Source: an optimization exercise on an open RTL-to-GDS flow (aim: small area and a short achievable clock period). Production flows keep margins and buffers that such runs may drop.
In this exercise RTL edits were held to simulation tests only and were not proved equivalent to the original.
Power and IR drop assume default switching activity.

==> design.v <==
module add1(
	input clk,
	input operation,
	input [15:0] x,y,
	output [15:0] z,
	input [2:0]counter
	);
wire xs = x[15], ys = y[15];
wire [4:0] xe = x[14:10], ye = y[14:10];
wire [10:0] X = {1'b1, x[9:0]};
wire [10:0] Y = {1'b1, y[9:0]};
reg z_sign;
reg [4:0] z_exp;
reg [9:0] z_m;
assign z = {z_sign, z_exp, z_m};
wire [9:0] xm = x[9:0], ym = y[9:0];
wire ppn0_0 = ~(xm[0] & ym[0]);
wire ppn0_1 = ~(xm[0] & ym[1]);
wire ppn0_2 = ~(xm[0] & ym[2]);
wire ppn0_3 = ~(xm[0] & ym[3]);
wire ppn0_4 = ~(xm[0] & ym[4]);
wire ppn0_5 = ~(xm[0] & ym[5]);
wire ppn0_6 = ~(xm[0] & ym[6]);
wire ppn0_7 = ~(xm[0] & ym[7]);
wire ppn0_8 = ~(xm[0] & ym[8]);
wire ppn0_9 = ~(xm[0] & ym[9]);
wire ppn1_0 = ~(xm[1] & ym[0]);
wire ppn1_1 = ~(xm[1] & ym[1]);
wire ppn1_2 = ~(xm[1] & ym[2]);
wire ppn1_3 = ~(xm[1] & ym[3]);
wire ppn1_4 = ~(xm[1] & ym[4]);
wire ppn1_5 = ~(xm[1] & ym[5]);
wire ppn1_6 = ~(xm[1] & ym[6]);
wire ppn1_7 = ~(xm[1] & ym[7]);
wire ppn1_8 = ~(xm[1] & ym[8]);
wire ppn1_9 = ~(xm[1] & ym[9]);
wire ppn2_0 = ~(xm[2] & ym[0]);
wire ppn2_1 = ~(xm[2] & ym[1]);
wire ppn2_2 = ~(xm[2] & ym[2]);
wire ppn2_3 = ~(xm[2] & ym[3]);
wire ppn2_4 = ~(xm[2] & ym[4]);
wire ppn2_5 = ~(xm[2] & ym[5]);
wire ppn2_6 = ~(xm[2] & ym[6]);
wire ppn2_7 = ~(xm[2] & ym[7]);
wire ppn2_8 = ~(xm[2] & ym[8]);
wire ppn2_9 = ~(xm[2] & ym[9]);
wire ppn3_0 = ~(xm[3] & ym[0]);
wire ppn3_1 = ~(xm[3] & ym[1]);
wire ppn3_2 = ~(xm[3] & ym[2]);
wire ppn3_3 = ~(xm[3] & ym[3]);
wire ppn3_4 = ~(xm[3] & ym[4]);
wire ppn3_5 = ~(xm[3] & ym[5]);
wire ppn3_6 = ~(xm[3] & ym[6]);
wire ppn3_7 = ~(xm[3] & ym[7]);
wire ppn3_8 = ~(xm[3] & ym[8]);
wire ppn3_9 = ~(xm[3] & ym[9]);
wire ppn4_0 = ~(xm[4] & ym[0]);
wire ppn4_1 = ~(xm[4] & ym[1]);
wire ppn4_2 = ~(xm[4] & ym[2]);
wire ppn4_3 = ~(xm[4] & ym[3]);
wire ppn4_4 = ~(xm[4] & ym[4]);
wire ppn4_5 = ~(xm[4] & ym[5]);
wire ppn4_6 = ~(xm[4] & ym[6]);
wire ppn4_7 = ~(xm[4] & ym[7]);
wire ppn4_8 = ~(xm[4] & ym[8]);
wire ppn4_9 = ~(xm[4] & ym[9]);
wire ppn5_0 = ~(xm[5] & ym[0]);
wire ppn5_1 = ~(xm[5] & ym[1]);
wire ppn5_2 = ~(xm[5] & ym[2]);
wire ppn5_3 = ~(xm[5] & ym[3]);
wire ppn5_4 = ~(xm[5] & ym[4]);
wire ppn5_5 = ~(xm[5] & ym[5]);
wire ppn5_6 = ~(xm[5] & ym[6]);
wire ppn5_7 = ~(xm[5] & ym[7]);
wire ppn5_8 = ~(xm[5] & ym[8]);
wire ppn5_9 = ~(xm[5] & ym[9]);
wire ppn6_0 = ~(xm[6] & ym[0]);
wire ppn6_1 = ~(xm[6] & ym[1]);
wire ppn6_2 = ~(xm[6] & ym[2]);
wire ppn6_3 = ~(xm[6] & ym[3]);
wire ppn6_4 = ~(xm[6] & ym[4]);
wire ppn6_5 = ~(xm[6] & ym[5]);
wire ppn6_6 = ~(xm[6] & ym[6]);
wire ppn6_7 = ~(xm[6] & ym[7]);
wire ppn6_8 = ~(xm[6] & ym[8]);
wire ppn6_9 = ~(xm[6] & ym[9]);
wire ppn7_0 = ~(xm[7] & ym[0]);
wire ppn7_1 = ~(xm[7] & ym[1]);
wire ppn7_2 = ~(xm[7] & ym[2]);
wire ppn7_3 = ~(xm[7] & ym[3]);
wire ppn7_4 = ~(xm[7] & ym[4]);
wire ppn7_5 = ~(xm[7] & ym[5]);
wire ppn7_6 = ~(xm[7] & ym[6]);
wire ppn7_7 = ~(xm[7] & ym[7]);
wire ppn7_8 = ~(xm[7] & ym[8]);
wire ppn7_9 = ~(xm[7] & ym[9]);
wire ppn8_0 = ~(xm[8] & ym[0]);
wire ppn8_1 = ~(xm[8] & ym[1]);
wire ppn8_2 = ~(xm[8] & ym[2]);
wire ppn8_3 = ~(xm[8] & ym[3]);
wire ppn8_4 = ~(xm[8] & ym[4]);
wire ppn8_5 = ~(xm[8] & ym[5]);
wire ppn8_6 = ~(xm[8] & ym[6]);
wire ppn8_7 = ~(xm[8] & ym[7]);
wire ppn8_8 = ~(xm[8] & ym[8]);
wire ppn8_9 = ~(xm[8] & ym[9]);
wire ppn9_0 = ~(xm[9] & ym[0]);
wire ppn9_1 = ~(xm[9] & ym[1]);
wire ppn9_2 = ~(xm[9] & ym[2]);
wire ppn9_3 = ~(xm[9] & ym[3]);
wire ppn9_4 = ~(xm[9] & ym[4]);
wire ppn9_5 = ~(xm[9] & ym[5]);
wire ppn9_6 = ~(xm[9] & ym[6]);
wire ppn9_7 = ~(xm[9] & ym[7]);
wire ppn9_8 = ~(xm[9] & ym[8]);
wire ppn9_9 = ~(xm[9] & ym[9]);
wire [9:0] xmn = ~xm, ymn = ~ym;
wire tn1 = ~(ppn0_9 ^ ppn1_8);
wire tn2 = ppn0_9 | ppn1_8;
wire tn3, tn4;
add1_fa u_tn3 (.A(ppn1_9), .B(ppn2_8), .CIN(ppn3_7), .COUT(tn4), .SUM(tn3));
wire tn5 = ~(ppn4_6 ^ ppn5_5);
wire tn6 = ppn4_6 | ppn5_5;
wire tn7, tn8;
add1_fa u_tn7 (.A(ppn2_9), .B(ppn3_8), .CIN(ppn4_7), .COUT(tn8), .SUM(tn7));
wire tn9 = ~(ppn5_6 ^ ppn6_5);
wire tn10 = ppn5_6 | ppn6_5;
wire tn11, tn12;
add1_fa u_tn11 (.A(ppn3_9), .B(ppn4_8), .CIN(ppn5_7), .COUT(tn12), .SUM(tn11));
wire tn13 = ~(ppn0_6 ^ ppn1_5);
wire tn14 = ppn0_6 | ppn1_5;
wire tn15, tn16;
add1_fa u_tn15 (.A(ppn0_7), .B(ppn1_6), .CIN(ppn2_5), .COUT(tn16), .SUM(tn15));
wire tn17 = ~(ppn3_4 ^ ppn4_3);
wire tn18 = ppn3_4 | ppn4_3;
wire tn19, tn20;
add1_fa u_tn19 (.A(ppn0_8), .B(ppn1_7), .CIN(ppn2_6), .COUT(tn20), .SUM(tn19));
wire tn21, tn22;
add1_fa u_tn21 (.A(ppn3_5), .B(ppn4_4), .CIN(ppn5_3), .COUT(tn22), .SUM(tn21));
wire tn23 = ~(ppn6_2 ^ ppn7_1);
wire tn24 = ppn6_2 | ppn7_1;
wire tn25, tn26;
add1_fa u_tn25 (.A(ppn2_7), .B(ppn3_6), .CIN(ppn4_5), .COUT(tn26), .SUM(tn25));
wire tn27, tn28;
add1_fa u_tn27 (.A(ppn5_4), .B(ppn6_3), .CIN(ppn7_2), .COUT(tn28), .SUM(tn27));
wire tn29, tn30;
add1_fa u_tn29 (.A(ppn8_1), .B(ppn9_0), .CIN(tn1), .COUT(tn30), .SUM(tn29));
wire tn31, tn32;
add1_fa u_tn31 (.A(ppn6_4), .B(ppn7_3), .CIN(ppn8_2), .COUT(tn32), .SUM(tn31));
wire tn33, tn34;
add1_fa u_tn33 (.A(ppn9_1), .B(xmn[0]), .CIN(ymn[0]), .COUT(tn34), .SUM(tn33));
wire tn35, tn36;
add1_fa u_tn35 (.A(tn2), .B(tn3), .CIN(tn5), .COUT(tn36), .SUM(tn35));
wire tn37, tn38;
add1_fa u_tn37 (.A(ppn7_4), .B(ppn8_3), .CIN(ppn9_2), .COUT(tn38), .SUM(tn37));
wire tn39, tn40;
add1_fa u_tn39 (.A(xmn[1]), .B(ymn[1]), .CIN(tn4), .COUT(tn40), .SUM(tn39));
wire tn41, tn42;
add1_fa u_tn41 (.A(tn6), .B(tn7), .CIN(tn9), .COUT(tn42), .SUM(tn41));
wire tn43, tn44;
add1_fa u_tn43 (.A(ppn6_6), .B(ppn7_5), .CIN(ppn8_4), .COUT(tn44), .SUM(tn43));
wire tn45, tn46;
add1_fa u_tn45 (.A(ppn9_3), .B(xmn[2]), .CIN(ymn[2]), .COUT(tn46), .SUM(tn45));
wire tn47, tn48;
add1_fa u_tn47 (.A(tn8), .B(tn10), .CIN(tn11), .COUT(tn48), .SUM(tn47));
wire tn49, tn50;
add1_fa u_tn49 (.A(ppn4_9), .B(ppn5_8), .CIN(ppn6_7), .COUT(tn50), .SUM(tn49));
wire tn51, tn52;
add1_fa u_tn51 (.A(ppn7_6), .B(ppn8_5), .CIN(ppn9_4), .COUT(tn52), .SUM(tn51));
wire tn53, tn54;
add1_fa u_tn53 (.A(xmn[3]), .B(ymn[3]), .CIN(tn12), .COUT(tn54), .SUM(tn53));
wire tn55, tn56;
add1_fa u_tn55 (.A(ppn5_9), .B(ppn6_8), .CIN(ppn7_7), .COUT(tn56), .SUM(tn55));
wire tn57, tn58;
add1_fa u_tn57 (.A(ppn8_6), .B(ppn9_5), .CIN(xmn[4]), .COUT(tn58), .SUM(tn57));
wire tn59, tn60;
add1_fa u_tn59 (.A(ppn6_9), .B(ppn7_8), .CIN(ppn8_7), .COUT(tn60), .SUM(tn59));
wire tn61 = ~(ppn0_4 ^ ppn1_3);
wire tn62 = ppn0_4 | ppn1_3;
wire tn63, tn64;
add1_fa u_tn63 (.A(ppn0_5), .B(ppn1_4), .CIN(ppn2_3), .COUT(tn64), .SUM(tn63));
wire tn65 = ~(ppn3_2 ^ ppn4_1);
wire tn66 = ppn3_2 | ppn4_1;
wire tn67, tn68;
add1_fa u_tn67 (.A(ppn2_4), .B(ppn3_3), .CIN(ppn4_2), .COUT(tn68), .SUM(tn67));
wire tn69, tn70;
add1_fa u_tn69 (.A(ppn5_1), .B(ppn6_0), .CIN(tn13), .COUT(tn70), .SUM(tn69));
wire tn71, tn72;
add1_fa u_tn71 (.A(ppn5_2), .B(ppn6_1), .CIN(ppn7_0), .COUT(tn72), .SUM(tn71));
wire tn73, tn74;
add1_fa u_tn73 (.A(tn14), .B(tn15), .CIN(tn17), .COUT(tn74), .SUM(tn73));
wire tn75, tn76;
add1_fa u_tn75 (.A(ppn8_0), .B(tn16), .CIN(tn18), .COUT(tn76), .SUM(tn75));
wire tn77, tn78;
add1_fa u_tn77 (.A(tn19), .B(tn21), .CIN(tn23), .COUT(tn78), .SUM(tn77));
wire tn79, tn80;
add1_fa u_tn79 (.A(tn20), .B(tn22), .CIN(tn24), .COUT(tn80), .SUM(tn79));
wire tn81, tn82;
add1_fa u_tn81 (.A(tn25), .B(tn27), .CIN(tn29), .COUT(tn82), .SUM(tn81));
wire tn83, tn84;
add1_fa u_tn83 (.A(tn26), .B(tn28), .CIN(tn30), .COUT(tn84), .SUM(tn83));
wire tn85, tn86;
add1_fa u_tn85 (.A(tn31), .B(tn33), .CIN(tn35), .COUT(tn86), .SUM(tn85));
wire tn87, tn88;
add1_fa u_tn87 (.A(tn32), .B(tn34), .CIN(tn36), .COUT(tn88), .SUM(tn87));
wire tn89, tn90;
add1_fa u_tn89 (.A(tn37), .B(tn39), .CIN(tn41), .COUT(tn90), .SUM(tn89));
wire tn91, tn92;
add1_fa u_tn91 (.A(tn38), .B(tn40), .CIN(tn42), .COUT(tn92), .SUM(tn91));
wire tn93, tn94;
add1_fa u_tn93 (.A(tn43), .B(tn45), .CIN(tn47), .COUT(tn94), .SUM(tn93));
wire tn95, tn96;
add1_fa u_tn95 (.A(tn44), .B(tn46), .CIN(tn48), .COUT(tn96), .SUM(tn95));
wire tn97, tn98;
add1_fa u_tn97 (.A(tn49), .B(tn51), .CIN(tn53), .COUT(tn98), .SUM(tn97));
wire tn99, tn100;
add1_fa u_tn99 (.A(ymn[4]), .B(tn50), .CIN(tn52), .COUT(tn100), .SUM(tn99));
wire tn101, tn102;
add1_fa u_tn101 (.A(tn54), .B(tn55), .CIN(tn57), .COUT(tn102), .SUM(tn101));
wire tn103, tn104;
add1_fa u_tn103 (.A(ppn9_6), .B(xmn[5]), .CIN(ymn[5]), .COUT(tn104), .SUM(tn103));
wire tn105, tn106;
add1_fa u_tn105 (.A(tn56), .B(tn58), .CIN(tn59), .COUT(tn106), .SUM(tn105));
wire tn107, tn108;
add1_fa u_tn107 (.A(ppn7_9), .B(ppn8_8), .CIN(ppn9_7), .COUT(tn108), .SUM(tn107));
wire tn109, tn110;
add1_fa u_tn109 (.A(xmn[6]), .B(ymn[6]), .CIN(tn60), .COUT(tn110), .SUM(tn109));
wire tn111, tn112;
add1_fa u_tn111 (.A(ppn8_9), .B(ppn9_8), .CIN(xmn[7]), .COUT(tn112), .SUM(tn111));
wire tn113 = ~(ppn0_3 ^ ppn1_2);
wire tn114 = ppn0_3 | ppn1_2;
wire tn115, tn116;
add1_fa u_tn115 (.A(ppn2_2), .B(ppn3_1), .CIN(ppn4_0), .COUT(tn116), .SUM(tn115));
wire tn117, tn118;
add1_fa u_tn117 (.A(ppn5_0), .B(tn62), .CIN(tn63), .COUT(tn118), .SUM(tn117));
wire tn119, tn120;
add1_fa u_tn119 (.A(tn64), .B(tn66), .CIN(tn67), .COUT(tn120), .SUM(tn119));
wire tn121, tn122;
add1_fa u_tn121 (.A(tn68), .B(tn70), .CIN(tn71), .COUT(tn122), .SUM(tn121));
wire tn123, tn124;
add1_fa u_tn123 (.A(tn72), .B(tn74), .CIN(tn75), .COUT(tn124), .SUM(tn123));
wire tn125, tn126;
add1_fa u_tn125 (.A(tn76), .B(tn78), .CIN(tn79), .COUT(tn126), .SUM(tn125));
wire tn127, tn128;
add1_fa u_tn127 (.A(tn80), .B(tn82), .CIN(tn83), .COUT(tn128), .SUM(tn127));
wire tn129, tn130;
add1_fa u_tn129 (.A(tn84), .B(tn86), .CIN(tn87), .COUT(tn130), .SUM(tn129));
wire tn131, tn132;
add1_fa u_tn131 (.A(tn88), .B(tn90), .CIN(tn91), .COUT(tn132), .SUM(tn131));
wire tn133, tn134;
add1_fa u_tn133 (.A(tn92), .B(tn94), .CIN(tn95), .COUT(tn134), .SUM(tn133));
wire tn135, tn136;
add1_fa u_tn135 (.A(tn96), .B(tn98), .CIN(tn99), .COUT(tn136), .SUM(tn135));
wire tn137, tn138;
add1_fa u_tn137 (.A(tn100), .B(tn102), .CIN(tn103), .COUT(tn138), .SUM(tn137));
wire tn139, tn140;
add1_fa u_tn139 (.A(tn104), .B(tn106), .CIN(tn107), .COUT(tn140), .SUM(tn139));
wire tn141, tn142;
add1_fa u_tn141 (.A(ymn[7]), .B(tn108), .CIN(tn110), .COUT(tn142), .SUM(tn141));
wire tn143, tn144;
add1_fa u_tn143 (.A(ppn9_9), .B(xmn[8]), .CIN(ymn[8]), .COUT(tn144), .SUM(tn143));
wire tn145 = ~(ppn0_2 ^ ppn1_1);
wire tn146 = ppn0_2 | ppn1_1;
wire tn147, tn148;
add1_fa u_tn147 (.A(ppn2_1), .B(ppn3_0), .CIN(tn113), .COUT(tn148), .SUM(tn147));
wire tn149, tn150;
add1_fa u_tn149 (.A(tn61), .B(tn114), .CIN(tn115), .COUT(tn150), .SUM(tn149));
wire tn151, tn152;
add1_fa u_tn151 (.A(tn65), .B(tn116), .CIN(tn117), .COUT(tn152), .SUM(tn151));
wire tn153, tn154;
add1_fa u_tn153 (.A(tn69), .B(tn118), .CIN(tn119), .COUT(tn154), .SUM(tn153));
wire tn155, tn156;
add1_fa u_tn155 (.A(tn73), .B(tn120), .CIN(tn121), .COUT(tn156), .SUM(tn155));
wire tn157, tn158;
add1_fa u_tn157 (.A(tn77), .B(tn122), .CIN(tn123), .COUT(tn158), .SUM(tn157));
wire tn159, tn160;
add1_fa u_tn159 (.A(tn81), .B(tn124), .CIN(tn125), .COUT(tn160), .SUM(tn159));
wire tn161, tn162;
add1_fa u_tn161 (.A(tn85), .B(tn126), .CIN(tn127), .COUT(tn162), .SUM(tn161));
wire tn163, tn164;
add1_fa u_tn163 (.A(tn89), .B(tn128), .CIN(tn129), .COUT(tn164), .SUM(tn163));
wire tn165, tn166;
add1_fa u_tn165 (.A(tn93), .B(tn130), .CIN(tn131), .COUT(tn166), .SUM(tn165));
wire tn167, tn168;
add1_fa u_tn167 (.A(tn97), .B(tn132), .CIN(tn133), .COUT(tn168), .SUM(tn167));
wire tn169, tn170;
add1_fa u_tn169 (.A(tn101), .B(tn134), .CIN(tn135), .COUT(tn170), .SUM(tn169));
wire tn171, tn172;
add1_fa u_tn171 (.A(tn105), .B(tn136), .CIN(tn137), .COUT(tn172), .SUM(tn171));
wire tn173, tn174;
add1_fa u_tn173 (.A(tn109), .B(tn138), .CIN(tn139), .COUT(tn174), .SUM(tn173));
wire tn175, tn176;
add1_fa u_tn175 (.A(tn111), .B(tn140), .CIN(tn141), .COUT(tn176), .SUM(tn175));
wire tn177, tn178;
add1_fa u_tn177 (.A(tn112), .B(tn142), .CIN(tn143), .COUT(tn178), .SUM(tn177));
wire tn179, tn180;
add1_fa u_tn179 (.A(xmn[9]), .B(ymn[9]), .CIN(tn144), .COUT(tn180), .SUM(tn179));
wire [21:0] mr0n = {1'b1, tn180, tn178, tn176, tn174, tn172, tn170, tn168, tn166, tn164, tn162, tn160, tn158, tn156, tn154, tn152, tn150, tn148, tn146, ppn2_0, ppn0_1, ppn0_0};
wire [21:0] mr1n = {1'b1, 1'b0, tn179, tn177, tn175, tn173, tn171, tn169, tn167, tn165, tn163, tn161, tn159, tn157, tn155, tn153, tn151, tn149, tn147, tn145, ppn1_0, 1'b1};
wire [4:0] m_e0 = xe + ye + 5'd17;
wire [4:0] m_e1 = xe + ye + 5'd18;
wire [9:0] m_man;
wire [4:0] m_exp;
add1_mcpa u_mcpa (.mr0n(mr0n), .mr1n(mr1n), .e0(m_e0), .e1(m_e1), .m_man(m_man), .m_exp(m_exp));
wire m_zero = (x == 16'h0000) | (y == 16'h0000);
wire [5:0] dxy = {1'b0, xe} - {1'b0, ye};
wire lt = dxy[5];                           
wire gt = ~dxy[5] & (dxy[4:0] != 5'd0);     
wire [4:0] dyxm1 = ~dxy[4:0];
wire [10:0] B = lt ? Y : X;
wire [10:0] Xsh = {1'b0, X[10:1]} >> dyxm1;
wire [10:0] Ysh = Y >> dxy[4:0];
wire [10:0] S = lt ? Xsh : Ysh;
wire [4:0] ea = lt ? ye : xe;
wire sa = gt ? xs : (lt ? ys : 1'b0);
wire negB = lt ? ys : xs;
wire diff = xs ^ ys;
wire invS = diff & negB;        
wire invB = diff & ~negB;       
wire cin = diff;
wire [11:0] Sx = {1'b0, S} ^ {12{invS}};
wire [11:0] Ba = {1'b0, B} ^ {12{invB}};
wire ac_g0 = Ba[0] & Sx[0];
wire ac_p0 = Ba[0] ^ Sx[0];
wire ac_g1 = Ba[1] & Sx[1];
wire ac_p1 = Ba[1] ^ Sx[1];
wire ac_g2 = Ba[2] & Sx[2];
wire ac_p2 = Ba[2] ^ Sx[2];
wire ac_g3 = Ba[3] & Sx[3];
wire ac_p3 = Ba[3] ^ Sx[3];
wire ac_g4 = Ba[4] & Sx[4];
wire ac_p4 = Ba[4] ^ Sx[4];
wire ac_g5 = Ba[5] & Sx[5];
wire ac_p5 = Ba[5] ^ Sx[5];
wire ac_g6 = Ba[6] & Sx[6];
wire ac_p6 = Ba[6] ^ Sx[6];
wire ac_g7 = Ba[7] & Sx[7];
wire ac_p7 = Ba[7] ^ Sx[7];
wire ac_g8 = Ba[8] & Sx[8];
wire ac_p8 = Ba[8] ^ Sx[8];
wire ac_g9 = Ba[9] & Sx[9];
wire ac_p9 = Ba[9] ^ Sx[9];
wire ac_g10 = Ba[10] & Sx[10];
wire ac_p10 = Ba[10] ^ Sx[10];
wire ac_g11 = Ba[11] & Sx[11];
wire ac_p11 = Ba[11] ^ Sx[11];
wire ac_G0c = ac_g0 | (ac_p0 & cin);
wire ac_G0_1 = ac_g1 | (ac_p1 & ac_G0c);
wire ac_P0_1 = ac_p1 & ac_p0;
wire ac_G0_3 = ac_g3 | (ac_p3 & ac_g2);
wire ac_P0_3 = ac_p3 & ac_p2;
wire ac_G0_5 = ac_g5 | (ac_p5 & ac_g4);
wire ac_P0_5 = ac_p5 & ac_p4;
wire ac_G0_7 = ac_g7 | (ac_p7 & ac_g6);
wire ac_P0_7 = ac_p7 & ac_p6;
wire ac_G0_9 = ac_g9 | (ac_p9 & ac_g8);
wire ac_P0_9 = ac_p9 & ac_p8;
wire ac_G0_11 = ac_g11 | (ac_p11 & ac_g10);
wire ac_P0_11 = ac_p11 & ac_p10;
wire ac_G1_2 = ac_g2 | (ac_p2 & ac_G0_1);
wire ac_P1_2 = ac_p2 & ac_P0_1;
wire ac_G1_3 = ac_G0_3 | (ac_P0_3 & ac_G0_1);
wire ac_P1_3 = ac_P0_3 & ac_P0_1;
wire ac_G1_6 = ac_g6 | (ac_p6 & ac_G0_5);
wire ac_P1_6 = ac_p6 & ac_P0_5;
wire ac_G1_7 = ac_G0_7 | (ac_P0_7 & ac_G0_5);
wire ac_P1_7 = ac_P0_7 & ac_P0_5;
wire ac_G1_10 = ac_g10 | (ac_p10 & ac_G0_9);
wire ac_P1_10 = ac_p10 & ac_P0_9;
wire ac_G1_11 = ac_G0_11 | (ac_P0_11 & ac_G0_9);
wire ac_P1_11 = ac_P0_11 & ac_P0_9;
wire ac_G2_4 = ac_g4 | (ac_p4 & ac_G1_3);
wire ac_P2_4 = ac_p4 & ac_P1_3;
wire ac_G2_5 = ac_G0_5 | (ac_P0_5 & ac_G1_3);
wire ac_P2_5 = ac_P0_5 & ac_P1_3;
wire ac_G2_6 = ac_G1_6 | (ac_P1_6 & ac_G1_3);
wire ac_P2_6 = ac_P1_6 & ac_P1_3;
wire ac_G2_7 = ac_G1_7 | (ac_P1_7 & ac_G1_3);
wire ac_P2_7 = ac_P1_7 & ac_P1_3;
wire ac_G3_8 = ac_g8 | (ac_p8 & ac_G2_7);
wire ac_P3_8 = ac_p8 & ac_P2_7;
wire ac_G3_9 = ac_G0_9 | (ac_P0_9 & ac_G2_7);
wire ac_P3_9 = ac_P0_9 & ac_P2_7;
wire ac_G3_10 = ac_G1_10 | (ac_P1_10 & ac_G2_7);
wire ac_P3_10 = ac_P1_10 & ac_P2_7;
wire ac_G3_11 = ac_G1_11 | (ac_P1_11 & ac_G2_7);
wire ac_P3_11 = ac_P1_11 & ac_P2_7;
wire [11:0] sum = {(ac_p11 ^ ac_G3_10), (ac_p10 ^ ac_G3_9), (ac_p9 ^ ac_G3_8), (ac_p8 ^ ac_G2_7), (ac_p7 ^ ac_G2_6), (ac_p6 ^ ac_G2_5), (ac_p5 ^ ac_G2_4), (ac_p4 ^ ac_G1_3), (ac_p3 ^ ac_G1_2), (ac_p2 ^ ac_G0_1), (ac_p1 ^ ac_G0c), (ac_p0 ^ cin)};
wire Szero = lt ? (dyxm1 > 5'd9) : (dxy[4:0] > 5'd10);
wire [11:0] H = {sum[11] & ~(invB & Szero), sum[10:0]};
reg [9:0] a_man;
reg [4:0] a_exp;
reg a_keep;
always @* begin
	a_keep = 1'b0;
	a_man = H[9:0];
	a_exp = ea;
	if (H[11]) begin
		a_man = H[10:1] + {9'd0, H[0]};
		a_exp = ea + 5'd1;
	end else if (H[10]) begin
		a_man = H[9:0];
	end else if (H[9]) begin
		a_man = {H[8:0], 1'b0};
		a_exp = ea - 5'd1;
	end else if (H[8]) begin
		a_man = H[9:0];
		a_exp = ea - 5'd2;
	end else begin
		a_keep = 1'b1;
	end
	if (H == 12'd0 && !sa) begin
		a_exp = 5'd0;
		a_man = 10'd0;
		a_keep = 1'b0;
	end
end
wire a_zero = (x == 16'h0000) & (y == 16'h0000);
always @(posedge clk) begin
	if (counter == 3'd0) begin
		if (operation) begin
			z_sign <= m_zero ? 1'b0 : xs ^ ys;
			z_exp <= m_zero ? 5'd0 : m_exp;
			z_m <= m_zero ? 10'd0 : m_man;
		end else begin
			z_sign <= a_zero ? 1'b0 : sa;
			z_exp <= a_zero ? 5'd0 : a_exp;
			if (a_zero) z_m <= 10'd0;
			else if (!a_keep) z_m <= a_man;
		end
	end
end
endmodule
module add1_mcpa(input [21:0] mr0n, input [21:0] mr1n, input [4:0] e0, input [4:0] e1,
                 output [9:0] m_man, output [4:0] m_exp);
wire [21:0] mr0 = ~mr0n, mr1 = ~mr1n;
wire mc_g0 = mr0[0] & mr1[0];
wire mc_p0 = mr0[0] ^ mr1[0];
wire mc_g1 = mr0[1] & mr1[1];
wire mc_p1 = mr0[1] ^ mr1[1];
wire mc_g2 = mr0[2] & mr1[2];
wire mc_p2 = mr0[2] ^ mr1[2];
wire mc_g3 = mr0[3] & mr1[3];
wire mc_p3 = mr0[3] ^ mr1[3];
wire mc_g4 = mr0[4] & mr1[4];
wire mc_p4 = mr0[4] ^ mr1[4];
wire mc_g5 = mr0[5] & mr1[5];
wire mc_p5 = mr0[5] ^ mr1[5];
wire mc_g6 = mr0[6] & mr1[6];
wire mc_p6 = mr0[6] ^ mr1[6];
wire mc_g7 = mr0[7] & mr1[7];
wire mc_p7 = mr0[7] ^ mr1[7];
wire mc_g8 = mr0[8] & mr1[8];
wire mc_p8 = mr0[8] ^ mr1[8];
wire mc_g9 = mr0[9] & mr1[9];
wire mc_p9 = mr0[9] ^ mr1[9];
wire mc_g10 = mr0[10] & mr1[10];
wire mc_p10 = mr0[10] ^ mr1[10];
wire mc_g11 = mr0[11] & mr1[11];
wire mc_p11 = mr0[11] ^ mr1[11];
wire mc_g12 = mr0[12] & mr1[12];
wire mc_p12 = mr0[12] ^ mr1[12];
wire mc_g13 = mr0[13] & mr1[13];
wire mc_p13 = mr0[13] ^ mr1[13];
wire mc_g14 = mr0[14] & mr1[14];
wire mc_p14 = mr0[14] ^ mr1[14];
wire mc_g15 = mr0[15] & mr1[15];
wire mc_p15 = mr0[15] ^ mr1[15];
wire mc_g16 = mr0[16] & mr1[16];
wire mc_p16 = mr0[16] ^ mr1[16];
wire mc_g17 = mr0[17] & mr1[17];
wire mc_p17 = mr0[17] ^ mr1[17];
wire mc_g18 = mr0[18] & mr1[18];
wire mc_p18 = mr0[18] ^ mr1[18];
wire mc_g19 = mr0[19] & mr1[19];
wire mc_p19 = mr0[19] ^ mr1[19];
wire mc_g20 = mr0[20] & mr1[20];
wire mc_p20 = mr0[20] ^ mr1[20];
wire mc_g21 = mr0[21] & mr1[21];
wire mc_p21 = mr0[21] ^ mr1[21];
wire mc_G0_1 = mc_g1 | (mc_p1 & mc_g0);
wire mc_P0_1 = mc_p1 & mc_p0;
wire mc_G0_3 = mc_g3 | (mc_p3 & mc_g2);
wire mc_P0_3 = mc_p3 & mc_p2;
wire mc_G0_5 = mc_g5 | (mc_p5 & mc_g4);
wire mc_P0_5 = mc_p5 & mc_p4;
wire mc_G0_7 = mc_g7 | (mc_p7 & mc_g6);
wire mc_P0_7 = mc_p7 & mc_p6;
wire mc_G0_9 = mc_g9 | (mc_p9 & mc_g8);
wire mc_P0_9 = mc_p9 & mc_p8;
wire mc_G0_11 = mc_g11 | (mc_p11 & mc_g10);
wire mc_P0_11 = mc_p11 & mc_p10;
wire mc_G0_13 = mc_g13 | (mc_p13 & mc_g12);
wire mc_P0_13 = mc_p13 & mc_p12;
wire mc_G0_15 = mc_g15 | (mc_p15 & mc_g14);
wire mc_P0_15 = mc_p15 & mc_p14;
wire mc_G0_17 = mc_g17 | (mc_p17 & mc_g16);
wire mc_P0_17 = mc_p17 & mc_p16;
wire mc_G0_19 = mc_g19 | (mc_p19 & mc_g18);
wire mc_P0_19 = mc_p19 & mc_p18;
wire mc_G0_21 = mc_g21 | (mc_p21 & mc_g20);
wire mc_P0_21 = mc_p21 & mc_p20;
wire mc_G1_2 = mc_g2 | (mc_p2 & mc_G0_1);
wire mc_P1_2 = mc_p2 & mc_P0_1;
wire mc_G1_3 = mc_G0_3 | (mc_P0_3 & mc_G0_1);
wire mc_P1_3 = mc_P0_3 & mc_P0_1;
wire mc_G1_6 = mc_g6 | (mc_p6 & mc_G0_5);
wire mc_P1_6 = mc_p6 & mc_P0_5;
wire mc_G1_7 = mc_G0_7 | (mc_P0_7 & mc_G0_5);
wire mc_P1_7 = mc_P0_7 & mc_P0_5;
wire mc_G1_10 = mc_g10 | (mc_p10 & mc_G0_9);
wire mc_P1_10 = mc_p10 & mc_P0_9;
wire mc_G1_11 = mc_G0_11 | (mc_P0_11 & mc_G0_9);
wire mc_P1_11 = mc_P0_11 & mc_P0_9;
wire mc_G1_14 = mc_g14 | (mc_p14 & mc_G0_13);
wire mc_P1_14 = mc_p14 & mc_P0_13;
wire mc_G1_15 = mc_G0_15 | (mc_P0_15 & mc_G0_13);
wire mc_P1_15 = mc_P0_15 & mc_P0_13;
wire mc_G1_18 = mc_g18 | (mc_p18 & mc_G0_17);
wire mc_P1_18 = mc_p18 & mc_P0_17;
wire mc_G1_19 = mc_G0_19 | (mc_P0_19 & mc_G0_17);
wire mc_P1_19 = mc_P0_19 & mc_P0_17;
wire mc_G2_4 = mc_g4 | (mc_p4 & mc_G1_3);
wire mc_P2_4 = mc_p4 & mc_P1_3;
wire mc_G2_5 = mc_G0_5 | (mc_P0_5 & mc_G1_3);
wire mc_P2_5 = mc_P0_5 & mc_P1_3;
wire mc_G2_6 = mc_G1_6 | (mc_P1_6 & mc_G1_3);
wire mc_P2_6 = mc_P1_6 & mc_P1_3;
wire mc_G2_7 = mc_G1_7 | (mc_P1_7 & mc_G1_3);
wire mc_P2_7 = mc_P1_7 & mc_P1_3;
wire mc_G2_12 = mc_g12 | (mc_p12 & mc_G1_11);
wire mc_P2_12 = mc_p12 & mc_P1_11;
wire mc_G2_13 = mc_G0_13 | (mc_P0_13 & mc_G1_11);
wire mc_P2_13 = mc_P0_13 & mc_P1_11;
wire mc_G2_14 = mc_G1_14 | (mc_P1_14 & mc_G1_11);
wire mc_P2_14 = mc_P1_14 & mc_P1_11;
wire mc_G2_15 = mc_G1_15 | (mc_P1_15 & mc_G1_11);
wire mc_P2_15 = mc_P1_15 & mc_P1_11;
wire mc_G2_20 = mc_g20 | (mc_p20 & mc_G1_19);
wire mc_P2_20 = mc_p20 & mc_P1_19;
wire mc_G2_21 = mc_G0_21 | (mc_P0_21 & mc_G1_19);
wire mc_P2_21 = mc_P0_21 & mc_P1_19;
wire mc_G3_8 = mc_g8 | (mc_p8 & mc_G2_7);
wire mc_P3_8 = mc_p8 & mc_P2_7;
wire mc_G3_9 = mc_G0_9 | (mc_P0_9 & mc_G2_7);
wire mc_P3_9 = mc_P0_9 & mc_P2_7;
wire mc_G3_10 = mc_G1_10 | (mc_P1_10 & mc_G2_7);
wire mc_P3_10 = mc_P1_10 & mc_P2_7;
wire mc_G3_11 = mc_G1_11 | (mc_P1_11 & mc_G2_7);
wire mc_P3_11 = mc_P1_11 & mc_P2_7;
wire mc_G3_12 = mc_G2_12 | (mc_P2_12 & mc_G2_7);
wire mc_P3_12 = mc_P2_12 & mc_P2_7;
wire mc_G3_13 = mc_G2_13 | (mc_P2_13 & mc_G2_7);
wire mc_P3_13 = mc_P2_13 & mc_P2_7;
wire mc_G3_14 = mc_G2_14 | (mc_P2_14 & mc_G2_7);
wire mc_P3_14 = mc_P2_14 & mc_P2_7;
wire mc_G3_15 = mc_G2_15 | (mc_P2_15 & mc_G2_7);
wire mc_P3_15 = mc_P2_15 & mc_P2_7;
wire mc_G4_16 = mc_g16 | (mc_p16 & mc_G3_15);
wire mc_P4_16 = mc_p16 & mc_P3_15;
wire mc_G4_17 = mc_G0_17 | (mc_P0_17 & mc_G3_15);
wire mc_P4_17 = mc_P0_17 & mc_P3_15;
wire mc_G4_18 = mc_G1_18 | (mc_P1_18 & mc_G3_15);
wire mc_P4_18 = mc_P1_18 & mc_P3_15;
wire mc_G4_19 = mc_G1_19 | (mc_P1_19 & mc_G3_15);
wire mc_P4_19 = mc_P1_19 & mc_P3_15;
wire mc_G4_20 = mc_G2_20 | (mc_P2_20 & mc_G3_15);
wire mc_P4_20 = mc_P2_20 & mc_P3_15;
wire mc_G4_21 = mc_G2_21 | (mc_P2_21 & mc_G3_15);
wire mc_P4_21 = mc_P2_21 & mc_P3_15;
wire [21:0] P = {(mc_p21 ^ mc_G4_20), (mc_p20 ^ mc_G4_19), (mc_p19 ^ mc_G4_18), (mc_p18 ^ mc_G4_17), (mc_p17 ^ mc_G4_16), (mc_p16 ^ mc_G3_15), (mc_p15 ^ mc_G3_14), (mc_p14 ^ mc_G3_13), (mc_p13 ^ mc_G3_12), (mc_p12 ^ mc_G3_11), (mc_p11 ^ mc_G3_10), (mc_p10 ^ mc_G3_9), (mc_p9 ^ mc_G3_8), (mc_p8 ^ mc_G2_7), (mc_p7 ^ mc_G2_6), (mc_p6 ^ mc_G2_5), (mc_p5 ^ mc_G2_4), (mc_p4 ^ mc_G1_3), (mc_p3 ^ mc_G1_2), (mc_p2 ^ mc_G0_1), (mc_p1 ^ mc_g0), (mc_p0 ^ 1'b0)};
wire mh = P[21];
assign m_man = mh ? P[20:11] : P[19:10];
assign m_exp = mh ? e1 : e0;
endmodule
module add1_fa(input A, input B, input CIN, output COUT, output SUM);
assign SUM = A ^ B ^ CIN;
assign COUT = (A & B) | (A & CIN) | (B & CIN);
endmodule
==> flow/run.sh <==
#!/bin/bash
# Own layout flow: the standard ORFS flow (standard.sh) with these changes:
#  - synthesis is synth_recipe.tcl with ORFS synth.tcl patched by flow/patch_synth.py:
#    the RTL's full adder module add1_fa becomes the library full adder cell, no other
#    adder extraction, modules kept apart until after ABC (synth_recipe.tcl flattens them
#    at the end), and ABC maps add1_mcpa (the multiplier's final adder) with
#    flow/abc_fast.script and the rest with flow/abc.script;
#  - ports are buffered with sky130_fd_sc_hd__buf_1.
# The registers and their names are those of the standard synthesis.
# Each tool's output goes to a log in this folder (and ORFS's own logs under orfs/logs).
set -euo pipefail
W=$PWD
python3 flow/patch_synth.py "$FLOW_HOME/scripts/synth.tcl" "$W/flow_synth_mod.tcl" > patch.log 2>&1
sed "s#source \$::env(SCRIPTS_DIR)/synth.tcl#source $W/flow_synth_mod.tcl#" synth_recipe.tcl > flow_synth.tcl
grep -q "flow_synth_mod.tcl" flow_synth.tcl
export MY_ABC_SCRIPT=$W/flow/abc.script
export MY_ABC_SCRIPT_FAST=$W/flow/abc_fast.script
export MY_FAST_MODULES=add1_mcpa
bash standard.sh SYNTH_SCRIPT=$W/flow_synth.tcl synth > flow_synth.log 2>&1
bash standard.sh SYNTH_SCRIPT=$W/flow_synth.tcl "BUFFER_PORTS_ARGS=-buffer_cell sky130_fd_sc_hd__buf_1" finish > flow_layout.log 2>&1
test -f out/final.def
==> flow/abc.script <==
strash
dch
map -D 4500
buffer -c
topo
stime -c
upsize -c
dnsize -c
==> flow/abc_fast.script <==
strash
dch
map -D 1500
buffer -c
topo
stime -c
upsize -c
dnsize -c
==> flow/patch_synth.py <==
import sys
s = open(sys.argv[1]).read()
def rep(old, new):
    global s
    assert s.count(old) == 1, old
    s = s.replace(old, new)
# the design's full adder module (add1_fa) becomes the library's full adder cell
rep("hierarchy -check -top $::env(DESIGN_NAME)\n",
    "hierarchy -check -top $::env(DESIGN_NAME)\n"
    "chtype -map add1_fa sky130_fd_sc_hd__fa_1\n"
    "hierarchy -check -top $::env(DESIGN_NAME)\n")
# keep the design's modules apart until after ABC (synth_recipe.tcl flattens at the end)
rep("  synth -flatten -run :fine {*}$synth_full_args\n", "  synth -run :fine {*}$synth_full_args\n")
# no other adder extraction
rep("  extract_fa {*}[dont_use_extract_fa_args]\n", "")
# final ABC mapping: the fast modules with one script, the rest with another
rep("  log_cmd abc {*}$abc_args\n",
    "  foreach m $::env(MY_FAST_MODULES) {\n"
    "    log_cmd abc {*}[lreplace $abc_args 1 1 $::env(MY_ABC_SCRIPT_FAST)] $m\n"
    "  }\n"
    "  log_cmd abc {*}[lreplace $abc_args 1 1 $::env(MY_ABC_SCRIPT)] $::env(DESIGN_NAME)\n")
open(sys.argv[2], 'w').write(s)
==> standard.sh <==
#!/bin/bash
# synth_recipe.tcl (not shown) runs the flow's synth.tcl, then flattens the netlist and writes it again
# the make line also repeats each setting of config.mk as NAME=value (left out here)
make -C /OpenROAD-flow-scripts/flow DESIGN_CONFIG=/design/flow/config.mk WORK_HOME=/design/flow/orfs CLKGATE_MAP_FILE= SYNTH_SCRIPT=/design/flow/synth_recipe.tcl "${@:-finish}"
==> config.mk <==
export PLATFORM = sky130hd
export DESIGN_NAME = add1
export DESIGN_NICKNAME = add1
export VERILOG_FILES = /design/flow/design.v
export SDC_FILE = /design/flow/constraint.sdc
export NUM_CORES = 4
export LEC_CHECK = 0
export CAP_MARGIN = 20
export CORE_MARGIN = 2
export CORE_UTILIZATION = 60
export PLACE_DENSITY = 0.75
export SETUP_SLACK_MARGIN = 2.0
export SLEW_MARGIN = 20
==> constraint.sdc <==
create_clock -name core_clock -period 8.5 [get_ports {clk}]
set_input_delay 1.7000 -clock core_clock [delete_from_list [all_inputs] [get_ports {clk}]]
set_output_delay 1.7000 -clock core_clock [all_outputs]
set_load 0.01 [all_outputs]
==> results of run 1 <==
[layer usage]
metal,global-route usage,share of wire
met1,0.462,0.37
met2,0.598,0.48
met3,0.0401,0.095
met4,0.102,0.057
met5,0,0
[cell type report]
| type | count | area share |
|---|---|---|
| Clock buffer | 3 | 0.00545 |
| Clock inverter | 1 | 0.000495 |
| Inverter | 117 | 0.0627 |
| Multi-Input combinational cell | 787 | 0.745 |
| Sequential cell | 16 | 0.0634 |
| Tap cell | 136 | 0.0225 |
| Timing Repair Buffer | 106 | 0.100 |
[path summary, 6_finish.rpt]
path	slack (ns)	to	cells past startpoint	from
max	2.00	z_m[9]	39	y[11]
min	1.91	z_exp[3]	3	counter[2]
[kinds of logic after synthesis]
family	after synthesis	share of synthesized area
xor+xnor	53	0.0783
mux	1	0.00157
buf+inv	157	0.102
compound gates	194	0.184
flops	16	0.0756
simple gates	450	0.306
fa+ha+maj	80	0.252
other cells	2	0.00118
[stage by stage]
stage / area (um2) / hold WS (ns) / worst slack (ns)
global placement: 6580 / 2.14 / 0.991
global route: 7580 / 1.94 / 1.63
CTS: 6810 / 1.90 / 2.01
detailed placement: 6580 / 2.14 / 0.938
finish: 7580 / 1.91 / 2.00
floorplan: 6370 / 1.98 / 2.04
[layout by cell type, fill, tap and decap left out, types with 7 or more instances in the layout]
master	netlist	final
a21oi_1	43	37
a21oi_2	3	8
buf_1	0	31
buf_4	2	46
buf_6	5	7
clkbuf_2	0	8
edfxtp_1	16	16
fa_1	80	77
inv_1	107	103
nand2_1	248	237
nand2_2	2	11
nand3_1	21	17
nand4_1	17	17
nor2_1	107	91
nor2_2	5	12
nor2_4	3	13
nor3_1	9	8
nor4_1	9	9
o211ai_1	8	8
o21ai_0	82	64
o21ai_1	3	16
o22ai_1	24	23
xnor2_1	16	14
xor2_1	34	30
[per-module statistics from Yosys (local to each module, per instance)]
module     cell area, um2  cells inside  flops+latches  copies in the design
add1                 5470           779             16                     1
add1_mcpa             892           174              0                     1
[flip-flops by register name, summed over array words and instances, names as in the netlist]
register / flops
z_m: 10
z_exp: 5
z_sign: 1
[where the power goes]
| group | total (mW) | switching, mW | internal [mW] |
|---|---|---|---|
| Clock | 0.0592 | 0.0271 | 0.0321 |
| Combinational | 1.99 | 1.24 | 0.753 |
| Sequential | 0.125 | 0.00340 | 0.122 |
| Total | 2.17 | 1.27 | 0.907 |
[worst min-delay path, stage by stage]
cell    delay, ns
buf_1        0.07
nor3_1       0.05
buf_4        0.17
[timing repair]
action                     in CTS  in global routing
hold endpoints to repair        0                  0
cloned                          0                  5
setup endpoints to repair      25                 25
pin swaps                       6                 52
gates resized for setup        26                138
hold buffers                    0                  0
buffers inserted                8                 39
==> impl_metrics.tcl, run 1 <==
set metrics [dict create \
    num_rows 37 \
    max_freq_mhz 154 \
    n_antenna_cell 0 \
    worst_pin_slew_ns 0.785 \
    synth.top_cell.area_share 0.252 \
    finalCriticalPeriod_ns 6.50 \
    p_leak_nw 3.20 \
    synth_area_leaders "fa_1, nand2_1, edfxtp_1" \
    cts_root_buf "clkbuf_8" \
    rsz0062_at_grt "true" \
    syn_avg_cell_area_um2 6.67 \
    final_cells 1166 \
    path_class "in2reg" \
    synth_edf_count 16 \
    clkTransAtPathRegs_ns 0.07 \
    dieArea_um2 11400 \
    clock_sinks 16 \
    final_net_count 1148 \
    routed_wl_um 21100 \
    critPathMaxFanout 6 \
    startpoint_type "primary input" \
    final_util 0.734 \
    netlist_area_um2 6360 \
    place_congestion 0.949 \
    arrival_ns 6.48 \
    drv_cap 0 \
    status "timing/DRC/antenna clean" \
    area_growth_pct 19.2 \
    core_area_um2 10300 \
    setup_viol 0 \
    ys_types 58 \
    synth_flop_cell "edfxtp_1" \
    routed_via_density 6.04 \
    powerDensity_nw_per_um2 287 \
    routed-via-count 7043 \
    numPortBuffers 52 \
    netlist_instances 953 \
    hpwl_um 14900 \
    synth_most_common_cell "nand2_1" \
    layout-drive-gt1-share 0.190 \
    cp_top_family "simple AND/OR/NAND/NOR gates" \
    grt_max_degree 32 \
    grt_pass1_vias 6300 \
    peakVddDrop_mv 0.616 \
    multi_input_comb_area_um2 5650 \
    power.total_mw 2.17 \
    nFillCells 864 \
    grt_pass1_wl_um 31400 \
    cts_max_path_buffers 2 \
    globalRoute.totalOverflow 0 \
    slew_headroom 0.475 \
    htree_levels 1 \
    wl_per_cell_um 18.1 \
    yosys_warnings 1 \
    die_height_um 107 \
    setup_tns_ns 0 \
    required_ns 8.48 \
    drcViolationCount 0 \
    max_stage_delay_ns 0.30 \
    io_pins 53 \
    post-place-cells 1110 \
    drt_pass1_iterations 9 \
    fp.dieW_um 107 \
    async_reset_ff_frac 0 \
    hp-class "in2reg" \
    antenna_left 0 \
    cts_buffers 3 \
    synth_area_leader_cell "fa_1" \
    final_max_slew_viol_count 0 \
    netlist_top_cells_count "nand2_1, inv_1, nor2_1" \
    drt_iter0_markers 704 \
    regArea_um2 480 \
    min_period_over_period 0.765 \
    crit_slowest_cell "or2_4" \
    path_buf_inv 9 \
    grt_antenna_before_repair 0 \
    start_util 0.616 \
    cts_tree "done" \
    end_kind "flop" \
    grt_use_total 0.347 \
    hold_violations 0 \
    synth-seq-cells 16 \
    ys_seq_area_frac 0.0756 \
]
==> run 2: changes to the inputs <==
--- a/config.mk
+++ b/config.mk
@@ -9,5 +9,5 @@
 export CORE_MARGIN = 2
 export CORE_UTILIZATION = 60
 export PLACE_DENSITY = 0.75
-export SETUP_SLACK_MARGIN = 2.0
+export SETUP_SLACK_MARGIN = 2.5
 export SLEW_MARGIN = 20
==> run 2 against run 1 <==
Against the previous run: global-route usage grew 3.2 points; first-iteration DRC count is 46% higher; still clean on timing, DRC and antenna; sequential share of layout area decreased by 0.32 points; setup slack worse by 0.044 ns; clock power down 3.4%; final area is 5.3% higher; critical path depth down 5; flip-flop and latch count did not move; critical path type unchanged; non-clock buffer count up 22.
==> impl_metrics.tcl, run 2 <==
set metrics [dict create \
    layout-drive-gt1-share 0.226 \
    worst_pin_slew_ns 0.857 \
    ys_seq_area_frac 0.0756 \
    routed-via-count 7482 \
    powerDensity_nw_per_um2 282 \
    multi_input_comb_area_um2 5810 \
    arrival_ns 6.60 \
    largest_reg_flops 10 \
    clkTransAtPathRegs_ns 0.06 \
    critPathMaxFanout 7 \
    syn_avg_cell_area_um2 6.67 \
    cts_max_path_buffers 2 \
    regMostFlops "z_m" \
    synth_area_leader_cell "fa_1" \
    clock_sinks 16 \
    nFillCells 770 \
    drcViolationCount 0 \
    worst_hold_startpoint "counter[1]" \
    grt_max_degree 20 \
    area_growth_pct 25.5 \
    grt_pass1_vias 6972 \
    setup_viol 0 \
    globalRoute.totalOverflow 0 \
    mostFrequentLayoutCell "nand2_1" \
    whs_path_depth 2 \
    synth_edf_count 16 \
    async_reset_ff_frac 0 \
    required_ns 8.56 \
    path_buf_inv 7 \
    io_pins 53 \
    startpoint_type "primary input" \
    synth_flop_cell "edfxtp_1" \
    synth.top_cell.area_share 0.252 \
    setup_tns_ns 0 \
    netlist_instances 953 \
    core_area_um2 10300 \
    finalCriticalPeriod_ns 6.55 \
    die_height_um 107 \
    n_antenna_cell 0 \
    drv_cap 0 \
    synth-seq-cells 16 \
    p_leak_nw 3.41 \
    max_stage_delay_ns 0.34 \
    place_congestion 0.961 \
    drt_pass1_iterations 14 \
    htree_levels 1 \
    num_rows 37 \
    slew_headroom 0.427 \
    cts_buffers 3 \
    max_freq_mhz 153 \
    wl_per_cell_um 19.7 \
    yosys_warnings 1 \
    layout_common_cells "nand2_1, inv_1, nor2_1" \
    path_class "in2reg" \
    dieArea_um2 11400 \
    min_period_over_period 0.770 \
    final_cells 1189 \
    routed_via_density 6.29 \
    netlist_area_um2 6360 \
    numPortBuffers 52 \
    post-place-cells 1112 \
    synth_area_leaders "fa_1, nand2_1, edfxtp_1" \
    final_net_count 1171 \
    routed_wl_um 23400 \
    grt_use_total 0.379 \
    rsz0062_at_grt "true" \
    peakVddDrop_mv 0.477 \
    start_util 0.616 \
    status "timing/DRC/antenna clean" \
    cts_tree "done" \
    regArea_um2 480 \
    grt_pass1_wl_um 34100 \
    synth_most_common_cell "nand2_1" \
    hpwl_um 15200 \
    netlist_top_cells_count "nand2_1, inv_1, nor2_1" \
    cpMostUsedCell "nor2_1" \
    hold_buffers 0 \
    final_max_slew_viol_count 0 \
    crit_slowest_cell "nor2_1" \
    drt_iter0_markers 1027 \
    antenna_left 0 \
    reg_top3 "z_m (10), z_exp (5), z_sign (1)" \
    ys_types 58 \
    cp_top_family "simple AND/OR/NAND/NOR gates" \
    fp.dieW_um 107 \
    hp-class "in2reg" \
    grt_antenna_before_repair 0 \
    hold_violations 0 \
    cts_root_buf "clkbuf_8" \
    end_kind "flop" \
    hold_end "z_sign" \
    final_util 0.773 \
]
run 2: changes by cell type in the layout (fill, tap and decap cells not counted), moves of 4 or more:
cell,before,now
buf_4,46,60
nand2_1,237,232
a21oi_1,37,41
nand2_4,6,10
o22ai_1,23,19
buf_6,7,14
a21oi_2,8,4
buf_2,2,11
clkbuf_2,8,1
o22ai_2,1,5
run 2: modules after synthesis (local to each module, per instance):
module,cells inside,flip-flops and latches,cell area [um2]
add1,779,16,5470
add1_mcpa,174,0,892
run 2: report_power, final:
group	total (mW)	switching (mW)	internal, mW
Clock	0.0572	0.0251	0.0320
Sequential	0.126	0.00385	0.122
Combinational	2.07	1.27	0.798
Total	2.25	1.30	0.952
run 2: area by class of cell:
type / count / area share
Tap cell: 136 / 0.0213
Clock inverter: 1 / 0.000470
Sequential cell: 16 / 0.0602
Inverter: 117 / 0.0588
Timing Repair Buffer: 128 / 0.126
Multi-Input combinational cell: 788 / 0.728
Clock buffer: 3 / 0.00517
run 2: routing by layer:
| metal | global-route usage | vias up | wire [um] |
|---|---|---|---|
| li1 | - | 3290 | - |
| met1 | 0.466 | 3489 | 8410 |
| met2 | 0.675 | 548 | 11200 |
| met3 | 0.0480 | 155 | 2290 |
| met4 | 0.149 | 0 | 1510 |
| met5 | 0 | - | 0 |
run 2: how the worst max path moves through the flow:
stage	start	to	slack, ns	cells past startpoint
after CTS	x[2]	z_m[0]	2.18	21
after floorplan	x[3]	z_m[7]	2.23	21
after global placement	y[11]	z_m[2]	0.88	37
final	x[10]	z_exp[4]	1.95	34
after detailed placement	y[11]	z_m[2]	0.83	37
after global routing	x[11]	z_exp[3]	1.72	35
run 2: repair_timing:
| action | in CTS | in global routing |
|---|---|---|
| setup buffers | 47 | 20 |
| setup endpoints to repair | 25 | 25 |
| gates resized for setup | 108 | 75 |
| pin swaps | 53 | 38 |
| gates cloned | 5 | 1 |
run 2: logic make-up after synthesis:
logic type	after synthesis	synth area share
and+or+nand+nor	450	0.306
AOI/OAI and AO/OA	194	0.184
buffers and inverters	157	0.102
adders and majority gates	80	0.252
xor gates and xnor gates	53	0.0783
DFF	16	0.0756
other	2	0.00118
muxes	1	0.00157
run 2: through the flow:
step	power (mW)	cell area [um2]	worst slack [ns]	hold slack (ns)
2_1_floorplan	1.38	6490	2.23	1.98
3_3_place_gp	1.71	6630	0.880	2.10
3_5_place_dp	1.72	6630	0.825	2.11
4_1_cts	1.96	7470	2.18	1.90
5_1_grt	2.43	7980	1.72	1.86
6_report	2.25	7980	1.95	1.86
==> run 3: changes to the inputs <==
--- a/flow/run.sh
+++ b/flow/run.sh
@@ -17,5 +17,5 @@
 export MY_ABC_SCRIPT_FAST=$W/flow/abc_fast.script
 export MY_FAST_MODULES=add1_mcpa
 bash standard.sh SYNTH_SCRIPT=$W/flow_synth.tcl synth > flow_synth.log 2>&1
-bash standard.sh SYNTH_SCRIPT=$W/flow_synth.tcl "BUFFER_PORTS_ARGS=-buffer_cell sky130_fd_sc_hd__buf_1" finish > flow_layout.log 2>&1
+bash standard.sh SYNTH_SCRIPT=$W/flow_synth.tcl "BUFFER_PORTS_ARGS=-buffer_cell sky130_fd_sc_hd__buf_1" SKIP_INCREMENTAL_REPAIR=1 finish > flow_layout.log 2>&1
 test -f out/final.def
==> run 3 against run 2 <==
Against the previous run: critical endpoint is now z_exp[1]; global-route usage is the same; maximum frequency grew 0.18%; first-iteration DRC count is 37% lower; area after synthesis unchanged; hold slack better by 0.048 ns; highest routed layer unchanged; final area fell by 6.4%; setup slack better by 0.012 ns.
==> impl_metrics.tcl, run 3 <==
set metrics [dict create \
    die_height_um 107 \
    worst_hold_startpoint "counter[1]" \
    peakVddDrop_mv 0.429 \
    mostFrequentLayoutCell "nand2_1" \
    synth_area_leader_cell "fa_1" \
    final_net_count 1150 \
    netlist_instances 953 \
    power.total_mw 2.01 \
    required_ns 8.47 \
    cts_buffers 3 \
    p_leak_nw 3.20 \
    antenna_left 0 \
    dieArea_um2 11400 \
    drv_cap 0 \
    hold_violations 0 \
    max_freq_mhz 153 \
    final_util 0.724 \
    cp_top_family "simple AND/OR/NAND/NOR gates" \
    grt_antenna_before_repair 0 \
    hold_end "z_exp[3]" \
    grt_pass1_vias 6972 \
    drcViolationCount 0 \
    finalCriticalPeriod_ns 6.53 \
    whs_path_depth 2 \
    routed_wl_um 21100 \
    switching_share 0.578 \
    cts_max_path_buffers 2 \
    drt_iter0_markers 643 \
    nFillCells 898 \
    p_sw_mw 1.16 \
    yosys_warnings 1 \
    clock_sinks 16 \
    n_antenna_cell 0 \
    drt_pass1_iterations 13 \
    slew_headroom 0.213 \
    async_reset_ff_frac 0 \
    netlist_area_um2 6360 \
    hpwl_um 15200 \
    htree_levels 1 \
    wl_per_cell_um 18.1 \
    cts_setup_buffers 47 \
    power_frac_comb 0.909 \
    grt_pass1_wl_um 34100 \
    hp-class "in2reg" \
    io_pins 53 \
    clkTransAtPathRegs_ns 0.06 \
    netlist_top_cells_count "nand2_1, inv_1, nor2_1" \
    fp.dieW_um 107 \
    core_area_um2 10300 \
    synth_most_common_cell "nand2_1" \
    status "timing/DRC/antenna clean" \
    routed-via-count 7063 \
    setup_tns_ns 0 \
    synth_area_leaders "fa_1, nand2_1, edfxtp_1" \
    largest_reg_flops 10 \
    routed_via_density 6.05 \
    path_class "in2reg" \
    final_max_slew_viol_count 0 \
    regMostFlops "z_m" \
    start_util 0.616 \
    numPortBuffers 52 \
    synth_edf_count 16 \
    layout-drive-gt1-share 0.170 \
    cts_resized 108 \
    setup_viol 0 \
    syn_avg_cell_area_um2 6.67 \
    place_congestion 0.961 \
    hold_buffers 0 \
    pwr-share-clk 0.029 \
    area_growth_pct 17.5 \
    globalRoute.totalOverflow 0 \
    max_stage_delay_ns 0.32 \
    synth-seq-cells 16 \
    powerDensity_nw_per_um2 270 \
    synth_flop_cell "edfxtp_1" \
    min_period_over_period 0.769 \
    layout_common_cells "nand2_1, inv_1, nor2_1" \
    crit_slowest_cell "nor2_1" \
    end_kind "flop" \
    num_rows 37 \
    ys_seq_area_frac 0.0756 \
    worst_pin_slew_ns 1.17 \
    grt_max_degree 20 \
    cts_root_buf "clkbuf_8" \
    ys_types 58 \
    critPathMaxFanout 7 \
    cts_tree "done" \
    arrival_ns 6.50 \
    p_int_mw 0.851 \
    share_seq_of_total_power 0.062 \
    grt_use_total 0.379 \
    path_buf_inv 7 \
    reg_top3 "z_m (10), z_exp (5), z_sign (1)" \
    startpoint_type "primary input" \
    synth.top_cell.area_share 0.252 \
]
run 3: layout make-up:
class / count / area [um2] / area share
multi-input combinational: 788 / 5560 / 0.744
clock inverter: 1 / 3.75 / 0.000502
sequential: 16 / 480 / 0.0643
clock buffer: 3 / 41.3 / 0.00553
tap: 136 / 170 / 0.0228
inverter: 117 / 455 / 0.0610
timing repair buffer: 107 / 764 / 0.102
run 3: logic make-up (layout without fill, tap and decap cells):
kind of cell / after synthesis / after routing / share of synthesized area
DFF: 16 / 16 / 0.0756
adders and majority gates: 80 / 80 / 0.252
AOI/OAI and AO/OA: 194 / 195 / 0.184
other: 2 / 5 / 0.00118
buffers and inverters: 157 / 228 / 0.102
muxes: 1 / 1 / 0.00157
and+or+nand+nor: 450 / 453 / 0.306
xor gates and xnor gates: 53 / 54 / 0.0783
run 3: Yosys stat by module, one instance, submodules excluded:
module,cells,flip-flops and latches
add1_mcpa,174,0
add1,779,16
run 3: how the worst max path moves through the flow:
stage,slack (ns),cells after the start,to,from
final,1.97,36,z_exp[1],y[11]
after global routing,1.59,40,z_m[9],x[11]
after CTS,2.18,21,z_m[0],x[2]
after detailed placement,0.83,37,z_m[2],y[11]
after global placement,0.88,37,z_m[2],y[11]
after floorplan,2.23,21,z_m[7],x[3]
run 3: per-stage QoR:
stage	instance area, um2	setup slack (ns)	hold slack (ns)	cells
floorplan	6490	2.23	1.98	956
global placement	6630	0.880	2.10	1112
detailed placement	6630	0.825	2.11	1112
CTS	7470	2.18	1.90	1168
global route	7470	1.59	1.92	1168
finish	7470	1.97	1.91	1168
run 3: routing by layer:
layer / routed length [um] / share of wire / GRT usage / vias to the layer above
met2: 10300 / 0.49 / 0.675 / 456
met4: 982 / 0.047 / 0.149 / 0
met3: 2000 / 0.095 / 0.0480 / 104
met1: 7870 / 0.37 / 0.466 / 3244
met5: 0 / 0 / 0 / -
li1: - / - / - / 3259
run 3: power by group through the flow:
stage	clock, mW	sequential (mW)	combinational [mW]
final	0.0574	0.126	1.83
after global routing	0.0576	0.127	2.02
after CTS	0.0556	0.126	1.78
after detailed placement	0	0.127	1.59
after global placement	0	0.127	1.58
after floorplan	0	0.134	1.25
==> run 4: changes to the inputs <==
--- a/config.mk
+++ b/config.mk
@@ -9,5 +9,5 @@
 export CORE_MARGIN = 2
 export CORE_UTILIZATION = 60
 export PLACE_DENSITY = 0.75
-export SETUP_SLACK_MARGIN = 2.5
+export SETUP_SLACK_MARGIN = 2.0
 export SLEW_MARGIN = 20
==> run 4 against run 3 <==
Against the previous run: critical path depth rose by 2; final area fell by 8.8%; global-route usage fell by 3.2 points; wire length fell by 12%; die area did not move; total power fell by 7.9%; clock power rose by 3%; highest routed layer unchanged; final cell count fell by 3.9%; maximum frequency fell by 0.96%.
==> impl_metrics.tcl, run 4 <==
set metrics [dict create \
    cts_resized 26 \
    required_ns 8.48 \
    synth-seq-cells 16 \
    powerDensity_nw_per_um2 272 \
    routed-via-count 6527 \
    cts_root_buf "clkbuf_8" \
    end_kind "flop" \
    regMostFlops "z_m" \
    syn_avg_cell_area_um2 6.67 \
    die_height_um 107 \
    synthAdderAreaFrac 0.252 \
    io_pins 53 \
    synth_compound_area_frac 0.184 \
    globalRoute.totalOverflow 0 \
    status "timing/DRC/antenna clean" \
    cts_setup_buffers 8 \
    numPortBuffers 52 \
    cpMostUsedCell "nor2_1" \
    synthMuxAreaShare 0.00157 \
    hold_buffers 0 \
    drv_cap 0 \
    num_rows 37 \
    worst_pin_slew_ns 0.790 \
    start_util 0.616 \
    routed_via_density 5.82 \
    place_congestion 0.949 \
    crit_slowest_cell "or2_4" \
    yosys_warnings 1 \
    clkTransAtPathRegs_ns 0.07 \
    power.total_mw 1.85 \
    area_growth_pct 7.14 \
    critPathMaxFanout 31 \
    startpoint_type "primary input" \
    synth_area_leaders "fa_1, nand2_1, edfxtp_1" \
    dieArea_um2 11400 \
    antenna_left 0 \
    min_period_over_period 0.776 \
    grt_use_total 0.347 \
    final_max_slew_viol_count 0 \
    layout_common_cells "nand2_1, inv_1, nor2_1" \
    ys_types 58 \
    synth_area_leader_cell "fa_1" \
    drt_pass1_iterations 5 \
    synth_edf_count 16 \
    crit_end "z_m[8]" \
    grt_pass1_wl_um 31400 \
    final_util 0.660 \
    cts_max_path_buffers 2 \
    synth_top_family_by_area "simple AND/OR/NAND/NOR gates" \
    slew_headroom 0.474 \
    synth.top_cell.area_share 0.252 \
    fp.dieW_um 107 \
    synth-simple-area-share 0.306 \
    arrival_ns 6.57 \
    setup_tns_ns 0 \
    path_class "in2reg" \
    mostFrequentLayoutCell "nand2_1" \
    async_reset_ff_frac 0 \
    netlist_area_um2 6360 \
    grt_max_degree 32 \
    wl_per_cell_um 16.6 \
    final_net_count 1104 \
    max_freq_mhz 152 \
    hpwl_um 14900 \
    n_antenna_cell 0 \
    synth_xor_xnor_area_share 0.0783 \
    drt_iter0_markers 613 \
    synth_most_common_cell "nand2_1" \
    synth_flop_cell "edfxtp_1" \
    reg_top3 "z_m (10), z_exp (5), z_sign (1)" \
    p_leak_nw 2.88 \
    drcViolationCount 0 \
    hold_violations 0 \
    cts_tree "done" \
    cts_buffers 3 \
    grt_antenna_before_repair 0 \
    core_area_um2 10300 \
    layout-drive-gt1-share 0.0892 \
    setup_viol 0 \
    max_stage_delay_ns 0.27 \
    grt_pass1_vias 6300 \
    peakVddDrop_mv 0.573 \
    netlist_top_cells_count "nand2_1, inv_1, nor2_1" \
    ys_seq_area_frac 0.0756 \
    routed_wl_um 18600 \
    finalCriticalPeriod_ns 6.60 \
    worstSetupStartpoint "y[11]" \
    clock_sinks 16 \
    netlist_instances 953 \
    largest_reg_flops 10 \
    htree_levels 1 \
    hp-class "in2reg" \
]
run 4: routing by layer:
metal / global-route usage / part of all wire
met3: 0.0401 / 0.080
met5: 0 / 0
met2: 0.598 / 0.48
met4: 0.102 / 0.034
met1: 0.462 / 0.41
run 4: cells by family after synthesis:
kind of cell	after synthesis
other	2
flip-flops	16
buffers and inverters	157
AND/OR/NAND/NOR	450
adder cells (fa/ha/maj)	80
multiplexers	1
AO/OA/AOI/OAI	194
XOR/XNOR	53
run 4: worst min path at each step:
stage	slack, ns	cells past startpoint	end	start
after global placement	2.14	1	z[6]	z_m[6]
final	1.91	3	z_exp[2]	counter[2]
after detailed placement	2.14	1	z[3]	z_m[3]
after floorplan	1.98	1	z_exp[0]	counter[2]
after CTS	1.90	3	z_exp[3]	counter[2]
after global routing	1.93	3	z_exp[3]	counter[1]
run 4: final cells by class:
type	count	area [um2]
fillers	997	3510
clock buffers	3	41.3
repair buffers	66	352
clock inverters	1	3.75
inverters	117	442
flip-flops and latches	16	480
multi-input cells	783	5320
well taps	136	170
run 4: metrics by stage:
step,std cells,worst slack [ns],instance area [um2],hold WS (ns)
2_1_floorplan,956,2.04,6370,1.98
3_3_place_gp,1110,0.991,6580,2.14
3_5_place_dp,1110,0.938,6580,2.14
4_1_cts,1122,2.01,6810,1.90
5_1_grt,1122,1.18,6810,1.93
6_report,1122,1.90,6810,1.91
run 4: modules after synthesis (local to each module, per instance):
module	times used	flops+latches	cells
add1_mcpa	1	0	174
add1	1	16	779
run 4: report_power, final:
| part | internal, mW | switching, mW | total, mW |
|---|---|---|---|
| clock network | 0.0321 | 0.0271 | 0.0592 |
| logic | 0.594 | 1.08 | 1.67 |
| registers | 0.122 | 0.00325 | 0.125 |
run 4: worst max-delay path, delay by kind of cell:
kind / cells / cell delay, ns
AO/OA/AOI/OAI: 8 / 0.96
XOR/XNOR: 1 / 0.14
AND/OR/NAND/NOR: 23 / 3.11
buffers and inverters: 6 / 0.64

[port drivers added, routing unchanged]
In the flow no input, the clock included, has a driving cell. The finished layouts below were timed again as built, in two steps.
Step 1, drivers: a clkbuf_16 drives clk and a buf_2 each remaining input, both assumed.
Step 2 times the ports against the registers' clock, not the clock port: input delays grow and output delays shrink by t, the midpoint of the rising clock arrivals with the driver on.
Three values: ideal, step 1, step 2; two values: the first two.
| run | shift t [ns] | setup slack, ns | worst setup path at the end |
|---|---|---|---|
| run 1 | 0.271 | 1.999 / 1.953 / 1.682 | input to register |
| run 2 | 0.271 | 1.955 / 1.958 / 1.687 | input to register |
| run 3 | 0.272 | 1.967 / 1.951 / 1.679 | input to register |
| run 4 | 0.272 | 1.903 / 1.875 / 1.603 | input to register |
After both steps setup and hold are still met in every run listed. The setup slack of run 1, which loses most, moves by -0.046 ns with the drivers and by -0.317 ns with both steps.
